This design comes from an exercise in tuning for small area and a short achievable clock period on the open sky130 flow, not from production work.
Function was checked by simulation only, so behaviour that the tests miss may differ from the original.

==> run a: inputs <==
==> flow/design.v <==
module alu(
    input  [31:0] A,
    input  [31:0] B,        
    input  [4:0]  sh,       
    input         sub,
    input         s_sum, s_slt, s_sltu, s_and, s_or, s_xor, s_sll, s_sr, s_imm,
    input         sra,      
    input  [31:0] imm,
    output [31:0] out,
    output [31:0] sum,
    output        lt,       
    output        ltu,      
    output        eq        
);
    wire [32:0] s  = {1'b0, A} + {1'b0, B} + {32'b0, sub};
    assign sum = s[31:0];
    assign lt  = s[31];
    assign ltu = ~s[32];
    assign eq  = &(A ^ B);      
    function [31:0] rev(input [31:0] v);
        integer i;
        for (i = 0; i < 32; i = i + 1) rev[i] = v[31 - i];
    endfunction
    wire big  = |B[31:5];
    wire fill = sra & A[31];
    wire [31:0] sh_in = s_sll ? rev(A) : A;
    wire [32:0] shr   = $signed({fill, sh_in}) >>> sh;
    wire [31:0] shres = big ? {32{fill}} : shr[31:0];
    assign out = ({32{s_sum}}  & sum)
               | ({32{s_slt}}  & {31'b0, lt})
               | ({32{s_sltu}} & {31'b0, ltu})
               | ({32{s_and}}  & (A & B))
               | ({32{s_or}}   & (A | B))
               | ({32{s_xor}}  & (A ^ B))
               | ({32{s_sll}}  & rev(shres))
               | ({32{s_sr}}   & shres)
               | ({32{s_imm}}  & imm);
endmodule
module Register_File(
    input             clk,
    input             we,
    input      [4:0]  wa,
    input      [31:0] wd,
    input      [31:1] oh1, oh2,       
    input      [2:0]  bs1, bs2,       
    input      [31:0] bv0, bv1, bv2,
    output reg [31:0] rd1, rd2
);
    reg [31:0] regs [1:31];
    genvar i;
    generate
        for (i = 1; i < 32; i = i + 1) begin : g_reg
            always @(posedge clk)
                if (we && wa == i) regs[i] <= wd;
        end
    endgenerate
    reg [31:0] r1, r2;
    integer k;
    always @(*) begin
        r1 = ({32{bs1[0]}} & bv0) | ({32{bs1[1]}} & bv1);
        r2 = ({32{bs2[0]}} & bv0) | ({32{bs2[1]}} & bv1);
        for (k = 1; k < 32; k = k + 1) begin
            r1 = r1 | ({32{oh1[k]}} & regs[k]);
            r2 = r2 | ({32{oh2[k]}} & regs[k]);
        end
        rd1 = bs1[2] ? bv2 : r1;
        rd2 = bs2[2] ? bv2 : r2;
    end
endmodule
`timescale 1ns / 1ps
module processor_main(
    input  clk, reset_n,
    input  [31:0] dmem_datain,
    input  [31:0] imem_data,
    output [31:0] dmem_addr, dmem_dataout, PC,
    output dmem_rw, io_rw
);
    reg  [31:0] pc_q;                  
    reg  [31:0] fd_inst;
    reg  [31:0] fd_pc;                 
    reg         fd_valid;
    reg  [31:0] de_rs1, de_b, de_o;    
    reg  [4:0]  de_sh;
    reg  [4:0]  de_rd;
    reg         de_z;                  
    reg         de_we, de_me;
    reg         de_j, de_beq, de_bne, de_blt, de_bge, de_bltu, de_bgeu;
    reg         de_jalr, de_link, de_auipc, de_load;
    reg         de_sub, de_sra;
    reg  [31:1] fd_oh1, fd_oh2;
    reg  [2:0]  fd_bs1, fd_bs2;
    reg         de_s_sum, de_s_slt, de_s_sltu, de_s_and, de_s_or, de_s_xor,
                de_s_sll, de_s_sr, de_s_imm;
    reg  [31:0] em_v, em_st;            
    reg  [4:0]  em_rd;
    reg         em_we, em_rw, em_io, em_load;
    reg  [31:0] mw_val;
    reg  [4:0]  mw_rd;
    reg         mw_we;
    wire [31:0] ex_a  = de_rs1;
    wire [31:0] ex_b  = de_b;
    wire [31:0] ex_st = de_o;
    wire [31:0] io_p = ex_a ^ ex_b;
    wire [31:0] io_g = ex_a & ex_b;
    wire        io_c2 = io_g[1] | (io_p[1] & io_g[0]);
    wire        io_ex = (io_p[2] ^ io_c2) & (&(io_p[31:3] ^ io_g[30:2]));
    wire [31:0] alu_out, alu_sum;
    wire        lt, ltu, eq;
    alu u_alu(
        .A(ex_a), .B(ex_b), .sh(de_sh), .sub(de_sub),
        .s_sum(de_s_sum), .s_slt(de_s_slt), .s_sltu(de_s_sltu), .s_and(de_s_and),
        .s_or(de_s_or), .s_xor(de_s_xor), .s_sll(de_s_sll), .s_sr(de_s_sr),
        .s_imm(de_s_imm), .sra(de_sra), .imm(de_o),
        .out(alu_out), .sum(alu_sum), .lt(lt), .ltu(ltu), .eq(eq)
    );
    wire taken = de_j | (de_beq & eq) | (de_bne & ~eq) | (de_blt & lt) | (de_bge & ~lt)
               | (de_bltu & ltu) | (de_bgeu & ~ltu);
    wire flush = taken;
    wire [31:0] target = de_jalr ? alu_sum : de_o;
    wire [31:0] pc_next = flush ? target : pc_q + 32'd4;
    wire [31:0] ex_v = de_load ? alu_sum : de_link ? fd_pc : de_auipc ? de_o : alu_out;
    assign dmem_addr    = em_v;
    assign dmem_dataout = em_st;
    assign dmem_rw      = em_rw;
    assign io_rw        = em_io;
    assign PC           = pc_q;
    wire [31:0] m_val = em_load ? dmem_datain : em_v;
    wire [6:0] op  = fd_inst[6:0];
    wire [2:0] f3  = fd_inst[14:12];
    wire       f7b = fd_inst[30];
    wire [4:0] rs1 = fd_inst[19:15];
    wire [4:0] rs2 = fd_inst[24:20];
    wire [4:0] rd  = fd_inst[11:7];
    wire is_r     = (op == 7'b0110011);
    wire is_i     = (op == 7'b0010011);
    wire is_ld    = (op == 7'b0000011);
    wire is_jalr  = (op == 7'b1100111);
    wire is_st    = (op == 7'b0100011);
    wire is_br    = (op == 7'b1100011);
    wire is_lui   = (op == 7'b0110111);
    wire is_auipc = (op == 7'b0010111);
    wire is_jal   = (op == 7'b1101111);
    wire is_alu   = is_r | is_i;
    wire d_we     = is_r | is_i | is_ld | is_jalr | is_lui | is_auipc | is_jal;
    wire d_alusrc = ~(is_r | is_br);
    reg [31:0] d_imm;
    always @(*) begin
        case (op)
            7'b0110111: d_imm = {fd_inst[31:12], 12'b0};
            7'b0010111: d_imm = {fd_inst[31], fd_inst[31:12], 11'b0};
            7'b1101111: d_imm = {{13{fd_inst[31]}}, fd_inst[19:12], fd_inst[20], fd_inst[30:21]};
            7'b1100111: d_imm = {{20{fd_inst[31]}}, fd_inst[31:20]};
            7'b0010011: d_imm = (f3 == 3'b001 || f3 == 3'b101) ? {27'b0, fd_inst[24:20]}
                                                                : {{20{fd_inst[31]}}, fd_inst[31:20]};
            7'b0100011: d_imm = {{20{fd_inst[31]}}, fd_inst[31:25], fd_inst[11:7]};
            7'b0000011: d_imm = {{20{fd_inst[31]}}, fd_inst[31:20]};
            7'b1100011: d_imm = {{20{fd_inst[31]}}, fd_inst[31], fd_inst[7], fd_inst[30:25], fd_inst[11:8]};
            default:    d_imm = 32'b0;
        endcase
    end
    wire [31:0] d_rs1v, d_rs2v;
    Register_File u_rf(
        .clk(clk), .we(mw_we), .wa(mw_rd), .wd(mw_val),
        .oh1(fd_oh1), .oh2(fd_oh2), .bs1(fd_bs1), .bs2(fd_bs2),
        .bv0(mw_val), .bv1(em_v), .bv2(dmem_datain),
        .rd1(d_rs1v), .rd2(d_rs2v)
    );
    wire [31:0] imm_pc = ~fd_inst[2] ? {{19{fd_inst[31]}}, fd_inst[31], fd_inst[7], fd_inst[30:25], fd_inst[11:8], 1'b0}
                       :  fd_inst[3] ? {{11{fd_inst[31]}}, fd_inst[31], fd_inst[19:12], fd_inst[20], fd_inst[30:21], 1'b0}
                       :               {fd_inst[31:12], 12'b0};
    wire [31:0] pc_rel = fd_pc + imm_pc;
    wire        d_pcrel = is_br | is_jal | is_auipc;
    wire [4:0] f_rs1 = imem_data[19:15];
    wire [4:0] f_rs2 = imem_data[24:20];
    wire f_mh1 = (f_rs1 == de_rd) & (de_we | de_me) & (f_rs1 != 5'b0);
    wire f_mh2 = (f_rs2 == de_rd) & (de_we | de_me) & (f_rs2 != 5'b0);
    wire f_wh1 = (f_rs1 == em_rd) & em_we & (f_rs1 != 5'b0);
    wire f_wh2 = (f_rs2 == em_rd) & em_we & (f_rs2 != 5'b0);
    wire [2:0] f_bs1 = {f_mh1 & de_load, f_mh1 & ~de_load, ~f_mh1 & f_wh1};
    wire [2:0] f_bs2 = {f_mh2 & de_load, f_mh2 & ~de_load, ~f_mh2 & f_wh2};
    reg  [31:1] busy;
    reg  [31:1] f_oh1, f_oh2;
    integer j;
    always @(*) begin
        for (j = 1; j < 32; j = j + 1) begin
            busy[j]  = ((de_rd == j) & (de_we | de_me)) | ((em_rd == j) & em_we);
            f_oh1[j] = (f_rs1 == j) & ~busy[j];
            f_oh2[j] = (f_rs2 == j) & ~busy[j];
        end
    end
    wire e_fwd = de_we | de_me;
    wire e_hit1 = (rs1 == de_rd) & e_fwd & (rs1 != 5'b0);
    wire e_hit2 = (rs2 == de_rd) & e_fwd & (rs2 != 5'b0);
    wire f3_0 = (f3 == 3'b000), f3_1 = (f3 == 3'b001), f3_2 = (f3 == 3'b010), f3_3 = (f3 == 3'b011);
    wire f3_4 = (f3 == 3'b100), f3_5 = (f3 == 3'b101), f3_6 = (f3 == 3'b110), f3_7 = (f3 == 3'b111);
    wire d_s_imm  = is_ld | is_lui;
    wire d_s_sll  = is_alu & f3_1;
    wire d_s_slt  = is_alu & f3_2;
    wire d_s_sltu = is_alu & f3_3;
    wire d_s_xor  = is_alu & f3_4;
    wire d_s_sr   = is_alu & f3_5;
    wire d_s_or   = is_alu & f3_6;
    wire d_s_and  = is_alu & f3_7;
    wire d_s_sum  = ~d_s_imm & ~(is_alu & ~f3_0);
    wire d_sub    = is_br | (is_r & f3_0 & f7b) | (is_alu & (f3_2 | f3_3));
    wire [31:0] d_bval = d_alusrc ? d_imm : e_hit2 ? alu_out : d_rs2v;
    wire bg = fd_valid & ~flush & ~de_z;
    always @(posedge clk or negedge reset_n) begin
        if (~reset_n) begin
            pc_q     <= 32'b0;
            fd_valid <= 1'b0;
            de_z     <= 1'b1;
            de_we    <= 1'b0;
            de_me    <= 1'b0;
            de_j     <= 1'b0;
            de_beq   <= 1'b0;
            de_bne   <= 1'b0;
            de_blt   <= 1'b0;
            de_bge   <= 1'b0;
            de_bltu  <= 1'b0;
            de_bgeu  <= 1'b0;
            em_we    <= 1'b0;
            em_rw    <= 1'b0;
            em_io    <= 1'b0;
            mw_we    <= 1'b0;
        end else begin
            pc_q     <= pc_next;
            fd_valid <= ~flush;
            de_z     <= flush | (pc_q == 32'b0);
            de_we    <= fd_valid & ~flush & d_we;
            de_me    <= fd_valid & ~flush & is_st;
            de_j     <= bg & (is_jal | is_jalr | (is_br & f3_2));
            de_beq   <= bg & is_br & f3_0;
            de_bne   <= bg & is_br & f3_1;
            de_blt   <= bg & is_br & f3_4;
            de_bge   <= bg & is_br & f3_5;
            de_bltu  <= bg & is_br & f3_6;
            de_bgeu  <= bg & is_br & f3_7;
            em_we    <= de_we;
            em_rw    <= de_me & ~io_ex;
            em_io    <= de_me & io_ex;
            mw_we    <= em_we;
        end
    end
    always @(posedge clk) begin
        fd_inst   <= imem_data;
        fd_pc     <= pc_q;
        fd_oh1    <= f_oh1;
        fd_oh2    <= f_oh2;
        fd_bs1    <= f_bs1;
        fd_bs2    <= f_bs2;
        de_rs1    <= e_hit1 ? alu_out : d_rs1v;
        de_b      <= d_bval ^ {32{d_sub}};
        de_sh     <= d_bval[4:0] & {5{d_s_sll | d_s_sr}};
        de_o      <= is_st ? (e_hit2 ? alu_out : d_rs2v) : d_pcrel ? pc_rel : d_imm;
        de_rd     <= rd;
        de_jalr   <= is_jalr;
        de_link   <= is_jal | is_jalr;
        de_auipc  <= is_auipc;
        de_load   <= is_ld;
        de_sub    <= d_sub;
        de_sra    <= d_s_sr & f7b;
        de_s_sum  <= d_s_sum;
        de_s_slt  <= d_s_slt;
        de_s_sltu <= d_s_sltu;
        de_s_and  <= d_s_and;
        de_s_or   <= d_s_or;
        de_s_xor  <= d_s_xor;
        de_s_sll  <= d_s_sll;
        de_s_sr   <= d_s_sr;
        de_s_imm  <= d_s_imm;
        em_v      <= ex_v;
        em_st     <= ex_st;
        em_rd     <= de_rd;
        em_load   <= de_load;
        mw_val    <= m_val;
        mw_rd     <= em_rd;
    end
endmodule
==> flow/flow/run.sh <==
#!/bin/bash
set -euo pipefail
bash standard.sh "BUFFER_PORTS_ARGS=-buffer_cell sky130_fd_sc_hd__buf_2" SETUP_SLACK_MARGIN=7.5 finish > standard_flow.log 2>&1
==> flow/standard.sh <==
#!/bin/bash
# synth_recipe.tcl (not shown) runs the flow's synth.tcl, then flattens the netlist and writes it again
# the make line also repeats each setting of config.mk as NAME=value (left out here)
make -C /OpenROAD-flow-scripts/flow DESIGN_CONFIG=/design/flow/config.mk WORK_HOME=/design/flow/orfs CLKGATE_MAP_FILE= SYNTH_SCRIPT=/design/flow/synth_recipe.tcl "${@:-finish}"
==> flow/config.mk <==
export PLATFORM = sky130hd
export DESIGN_NAME = processor_main
export DESIGN_NICKNAME = processor_main
export VERILOG_FILES = /design/flow/design.v
export SDC_FILE = /design/flow/constraint.sdc
export NUM_CORES = 4
export LEC_CHECK = 0
export CAP_MARGIN = 20
export CORE_MARGIN = 2
export CORE_UTILIZATION = 40
export CTS_CLUSTER_DIAMETER = 80
export CTS_CLUSTER_SIZE = 24
export SLEW_MARGIN = 20
export TNS_END_PERCENT = 5
==> flow/constraint.sdc <==
create_clock -name core_clock -period 11.0 [get_ports {clk}]
set_input_delay 2.2000 -clock core_clock [delete_from_list [all_inputs] [get_ports {clk}]]
set_output_delay 2.2000 -clock core_clock [all_outputs]
set_load 0.01 [all_outputs]
==> inputs of run b, as changes to run a <==
CTS_CLUSTER_DIAMETER = 60   (was 80)
CTS_CLUSTER_SIZE = 20   (was 24)
==> flow_metrics.tcl <==
set metrics [dict create \
    status "finished clean" \
    switching_share_pct 31.2 \
    clock-skew-final_ps 115 \
    routed-wl-met2_um 145000 \
    hold_ws_ps 362 \
    crit_start "fd_oh1[16]" \
    syn_to_final_growth_pct 15.3 \
    final_cell_mix "992 x sky130_fd_sc_hd__edfxtp_1, 400 x sky130_fd_sc_hd__a221oi_1, 378 x sky130_fd_sc_hd__a22o_1" \
    maxClockFrequency_mhz 261 \
    critical_path_sink "de_rs1[12]" \
    worst_path_max_delay_cell "sky130_fd_sc_hd__o32ai_1" \
    post-route-worst-setup-slack_ps 7170 \
    multi_input_cells 3431 \
    route.final.wire_length_um 365000 \
    gr-usage-met1_pct 49.7 \
    worst_r2r_path_depth 6 \
]
That was run b.
==> flow_metrics.tcl <==
set metrics [dict create \
    status "finished clean" \
    worst_path_max_delay_cell "sky130_fd_sc_hd__dfxtp_2" \
    worst_r2r_path_depth 9 \
    syn_to_final_growth_pct 13.4 \
    critical_path_sink "de_b[13]" \
    post-route-worst-setup-slack_ps 7180 \
    final_cell_mix "992 x sky130_fd_sc_hd__edfxtp_1, 401 x sky130_fd_sc_hd__a221oi_1, 378 x sky130_fd_sc_hd__a22o_1" \
    route.final.wire_length_um 365000 \
    switching_share_pct 31.8 \
    gr-usage-met1_pct 49.4 \
    maxClockFrequency_mhz 262 \
    hold_ws_ps 361 \
    crit_start "fd_oh2[24]" \
    clock-skew-final_ps 97.1 \
    multi_input_cells 3432 \
]
That was run a.

-- port drivers added, routing unchanged --
In the flow no input, the clock included, has a driving cell. The finished layouts below were timed again as built, in two steps. Step 1: set_driving_cell puts a clkbuf_16 on clk and a buf_2 on each other input, an assumption about the parent block. Step 2 adds t to the input delays and takes it off the output delays; t is the mean of the earliest and latest rising clock arrival at the registers after step 1. Input paths then give back, and output paths get back, about the clock's delay inside the block. Slacks: ideal ports / drivers / drivers and shift; pairs: ideal ports / drivers.
run | t, ns | setup WS [ns] | worst slew at a driven data input, ns
run a | 0.841 | 7.179 / 7.125 / 6.984 | 0.17
run b | 0.904 | 7.169 / 7.169 / 6.892 | 0.17
After both steps setup and hold are still met in every run listed. For run b, which loses most, drivers alone change the setup slack by 0.000 ns; drivers and shift together by -0.277 ns.
